Background: an optimization exercise with open tools, aiming at small area and a short achievable clock period. Do not read the settings as production practice.
Only simulation tests tie the RTL to the original design; equivalence was not proved.

==> flow/design.v, too long to show whole: its modules and the start of the top module <==
// module FA: 6 lines
// module Filter: 2192 lines
module Filter(clk, rst, in, out);
  // ...
==> flow/run.sh <==
#!/bin/bash
# synth_recipe.tcl (not shown) runs the flow's synth.tcl, then flattens the netlist and writes it again
# the make line also repeats each setting of config.mk as NAME=value (left out here)
make -C /OpenROAD-flow-scripts/flow DESIGN_CONFIG=/design/flow/config.mk WORK_HOME=/design/flow/orfs CLKGATE_MAP_FILE= SYNTH_SCRIPT=/design/flow/synth_recipe.tcl finish
==> flow/config.mk <==
export PLATFORM = sky130hd
export DESIGN_NAME = Filter
export DESIGN_NICKNAME = Filter
export VERILOG_FILES = /design/flow/design.v
export SDC_FILE = /design/flow/constraint.sdc
export NUM_CORES = 4
export LEC_CHECK = 0
export CAP_MARGIN = 0
export CORE_MARGIN = 2
export CORE_UTILIZATION = 40
export SETUP_SLACK_MARGIN = 5
export SLEW_MARGIN = 0
export SYNTH_HIERARCHICAL = 1
==> flow/constraint.sdc <==
create_clock -name core_clock -period 14.0 [get_ports {clk}]
set_input_delay 2.8000 -clock core_clock [delete_from_list [all_inputs] [get_ports {clk}]]
set_output_delay 2.8000 -clock core_clock [all_outputs]
set_load 0.01 [all_outputs]
==> summary.txt, run 1 <==
Outcome
  • Status: complete, no violations

Synth
  • Synth Register Bits: 96
  • Post-synth top area cell: fa_1
  • Post-synth EDFFs: 0
  • Largest family of logic cells by synthesized area: adder cells

Route
  • Wire per inst: ~21 um

Final layout
  • Buffers, non-clock: 170
  • Sequential portion of the cell area: under 10%
  • Flip-flop and latch count: 96
  • Diodes inserted: 0

Die
  • Initial core utilization: 40.6%

STA
  • Unrepaired setup endpoints after global routing: true
  • Hold Vio Cnt, Final: 0
  • Slew HR: between 20 and 30%
  • Final Worst Setup Slack: 5.11 ns
  • Hold slack: 1.14 ns
  • Crit path time final: 8.89 ns

Global routing
  • M1 GR Usage: 28.3%
  • GRT Max-Usage Layer: met2

Worst setup path
  • Max FO, Critical Path: 5
  • Crit start category: register
  • Worst r2r path cells: 33
  • Crit path cell chain: inv_2, fa_1, fa_1, fa_2, fa_1, ha_1, a21o_1, o21bai_1, a21boi_1, o21ai_1, nor3_2, a211oi_2, o311ai_2, buf_4, nand2b_1, xor2_1, clkdlybuf4s50_1
  • Critical path's top delay family: adder cells
  • Worst EP required: 11.20 ns
  • WP buf/inv: 3

Placement
  • DP HPWL: ~50 mm

Min path
  • Hold path start: v[30]

Clocking
  • # Post-CTS Setup Buffers: 14
==> inputs of run 2 (changes only) <==
--- a/flow/config.mk
+++ b/flow/config.mk
@@ -7,3 +7,3 @@
 export LEC_CHECK = 0
-export CAP_MARGIN = 0
+export CAP_MARGIN = 20
 export CORE_MARGIN = 2
@@ -11,3 +11,3 @@
 export SETUP_SLACK_MARGIN = 5
-export SLEW_MARGIN = 0
+export SLEW_MARGIN = 20
 export SYNTH_HIERARCHICAL = 1
==> run 2 against run 1 <==
  * Synthesized area unchanged
  * Sequential share of layout area is essentially flat
  * Hold slack about the same
  * Setup slack got worse by 0.0044 ns
  * First-iteration DRC count fell by 0.25%
  * Critical endpoint is now v[24]
  * Die area unchanged
  * Non-clock buffer count did not move
  * Register-to-register slack is essentially flat
  * Count of clock-buffer cells in the layout unchanged
==> summary.txt, run 2 <==
Placement
  • DP HPWL: 48.9 mm (unchanged)
  • Placed Instances: between 2000 and 3000
  • IO Port Bufs: 65
  • RePlAce Congestion: 1.00
  • Pre-CTS setup slack: 3.92 ns

Worst setup path
  • Critical path's top delay family: adder cells
  • FF-to-FF Start: v[19]
  • CP max stage cell: fa_2
  • CP endpoint kind: register
  • Crit start category: register
  • Max incr delay on CP: 0.59 ns
  • WP buf/inv: 3 (unchanged)
  • Setup CP Type: reg2reg
  • R2R setup slack: 5.11 ns
  • Crit path depth: 33
  • Most frequent cell on the critical path: fa_1
  • Worst EP arrival: 9.20 ns
  • Max FO, Critical Path: 4 (-1)
  • Worst r2r path cells: 33 (unchanged)
  • Worst setup startpoint: v[19]
  • Worst EP required: 14.31 ns (+3.11 ns)

Synth
  • Post-synth top area cell: fa_1
  • Asr flop ratio synth: 100%
  • Synth warnings: 7
  • Synth area leaders: fa_1 49%, ha_1 13%, dfrtp_1 11%
  • Mapped Nets: about 2600
  • Cells after Synth: 1780
  • Post-synth EDFFs: 0 (unchanged)
  • Seq/Total Area, Yosys: 11.2%
  • Synth top cells by count: 523 x fa_1, 228 x ha_1, 154 x inv_1
  • Syn Area/Cell: about 12 um2
  • Primary FF master, synth: dfrtp_1
  • Synth Register Bits: 96 (unchanged)
  • Synth top area share: 48.9%
  • Count leader, synth: fa_1
  • Netlist cell types: 74
  • Syn Std Cell Area: between 20000 and 25000 um2

Die
  • Die Y: between 200 and 250 um
  • IO Pins: 66
  • Die area: 55400 um2
  • Initial core utilization: 40.6% (unchanged)
  • Chip width: 235 um
  • Core area: ~53000 um2
  • Row count: 84

Clocking
  • Clock sink count: 96
  • Clk Tree Root Cell: clkbuf_16
  • H-tree depth: 3
  • Clk Latency, worst-skew pair: 0.39 ns
  • TritonCTS clock tree: done
  • CTS Buffer Depth: 2
  • Num CTS Buffers: 9
  • Clk slew on worst S/H paths: 0.08 ns

Route
  • Via count: 14400
  • Routed WL: 56.0 mm
  • Vias/cell: ~5.4
  • TritonRoute pass-1 iters: 5
  • Wire per inst: 21.1 um (about the same)
  • DRT iter0 DRCs: 786
  • DRC Markers: 0
  • Post-route ant nets: 0

Final layout
  • Layout net count: 2741
  • Layout cell share with drive strength beyond 1: 13.6%
  • Diodes inserted: 0 (unchanged)
  • Most frequent cells in the layout: 513 x fa_1, 212 x ha_1, 133 x inv_1
  • Area growth syn-to-layout: 15.9%
  • Biggest regs: S x32, v x32, w1 x32
  • Most common cell after layout, fill and taps aside: fa_1
  • Finished Layout Cells: around 2600

Min path
  • Hold path start: v[30]
  • Worst hold stages: 3
  • Worst hold path type: reg2reg

Global routing
  • Gr usage total: a little over a fifth
  • First-pass GRT wire length: ~90 mm
  • Grt total ovfl: 0
  • Largest net degree at the start of global routing: 58
  • Vias in the first global route: 16100
  • Initial antenna violation count: 0

STA
  • Crit path time final: 8.89 ns (+0.00442 ns)
  • Unrepaired setup endpoints after global routing: true
  • Crit share post-route: 63.5%
  • Final Worst Setup Slack: 5.11 ns (-0.00442 ns)
  • Final Skew: 0.0124 ns
  • Slew HR: 29.6% (+0.51 points)
  • Final-report setup violation count: 0
  • Fin. max-slew vios: 0
  • Post-route setup TNS: 0 ns
  • Worst Tran Pin Value: 1.05 ns
  • Max Freq: 112 MHz
  • Hold Vio Cnt, Final: 0 (unchanged)

Flow run
  • Max Cap Viol: 0

Outcome
  • Status: complete, no violations
## run 2: cell counts after synthesis
No cell type changed its count.
## run 2: worst reg2reg max path: cells and delay by family, from the launching register on
family / cells / cell delay [ns]
flops: 1 / 0.44
xor+xnor: 2 / 0.30
simple gates: 8 / 1.36
compound gates: 11 / 2.29
buf+inv: 3 / 0.45
fa+ha+maj: 9 / 3.97
## run 2: per-module statistics from Yosys (local to each module, per instance)
| module | area (um2) | cells | times used | flip-flops and latches |
|---|---|---|---|---|
| Filter | 11200 | 1272 | 1 | 96 |
| FA | 20.0 | 1 | 508 | 0 |
## run 2: path summary, 6_finish.rpt
| path | to |
|---|---|
| hold / removal | w1[31] |
| setup / recovery | v[24] |
| setup reg to reg | v[24] |
| max in group asynchronous | S[9] |
| hold reg to reg | w1[31] |
| min in group asynchronous | v[29] |
## run 2: kinds of logic (layout without fill, tap and decap cells)
kind of cell / Yosys count / in the layout / synth area share, %
AO/OA/AOI/OAI: 347 / 347 / 11.3
multiplexers: 1 / 1 / 0.0468
XOR/XNOR: 144 / 144 / 5.89
flip-flops: 96 / 96 / 11.2
AND/OR/NAND/NOR: 282 / 282 / 6.56
adder cells (fa/ha/maj): 751 / 751 / 62.2
buffers and inverters: 159 / 340 / 2.79
## run 2: cell type report
class                      count  area (um2)
clock inverter                 7         100
tap                          688         861
clock buffer                   9         225
inverter                     154         613
fill                        4787       27900
multi-input combinational   1525       19100
timing repair buffer         170        1500
sequential                    96        2420
## run 2: metal layers
layer  share of wire, %  up-vias  GRT usage [%]
li1                   -     6414              -
met1                 43     7587           28.3
met2                 50      303           36.2
met3                4.5       54           3.58
met4                2.4        0           5.21
met5                  0        -              0
## run 2: timing repair
action,4_1_cts,5_1_grt
setup buffers,14,53
hold buffers,0,0
pin swaps,14,53
setup endpoints to repair,42,31
gates resized for setup,59,101
## run 2: stage by stage
| stage | hold slack, ns | cell area, um2 | utilization, % |
|---|---|---|---|
| after floorplan | 0.956 | 21400 | - |
| after global placement | 1.19 | 23300 | 44.1 |
| after detailed placement | 1.23 | 23300 | 44.1 |
| after CTS | 1.24 | 24000 | 45.4 |
| after global routing | 1.19 | 24800 | 47.0 |
| final | 1.14 | 24800 | 47.0 |

-- port drivers added, routing unchanged --
The flow's constraints put no driver on any port. The routed layouts listed below were extracted and timed again, unchanged, in two steps.
Step 1: set_driving_cell puts a clkbuf_16 on clk and a buf_2 on each other input, an assumption about the parent block.
Step 2 times the ports against the registers' clock, not the clock port: input delays grow and output delays shrink by t, the midpoint of the rising clock arrivals with the driver on.
a / b / c = no drivers / after step 1 / after step 2; a / b = the first two.
| run | t, ns | slack for setup (ns) | hold WS [ns] | worst setup path after step 2 | worst register clock-pin slew, ns |
|---|---|---|---|---|---|
| run 1 | 0.436 | 5.114 / 5.061 / 5.115 | 1.142 / 1.142 / 1.142 | register to register | 0.09 / 0.09 |
| run 2 | 0.436 | 5.110 / 5.061 / 5.110 | 1.142 / 1.142 / 1.142 | register to register | 0.09 / 0.09 |
After both steps setup and hold are still met in every run listed.
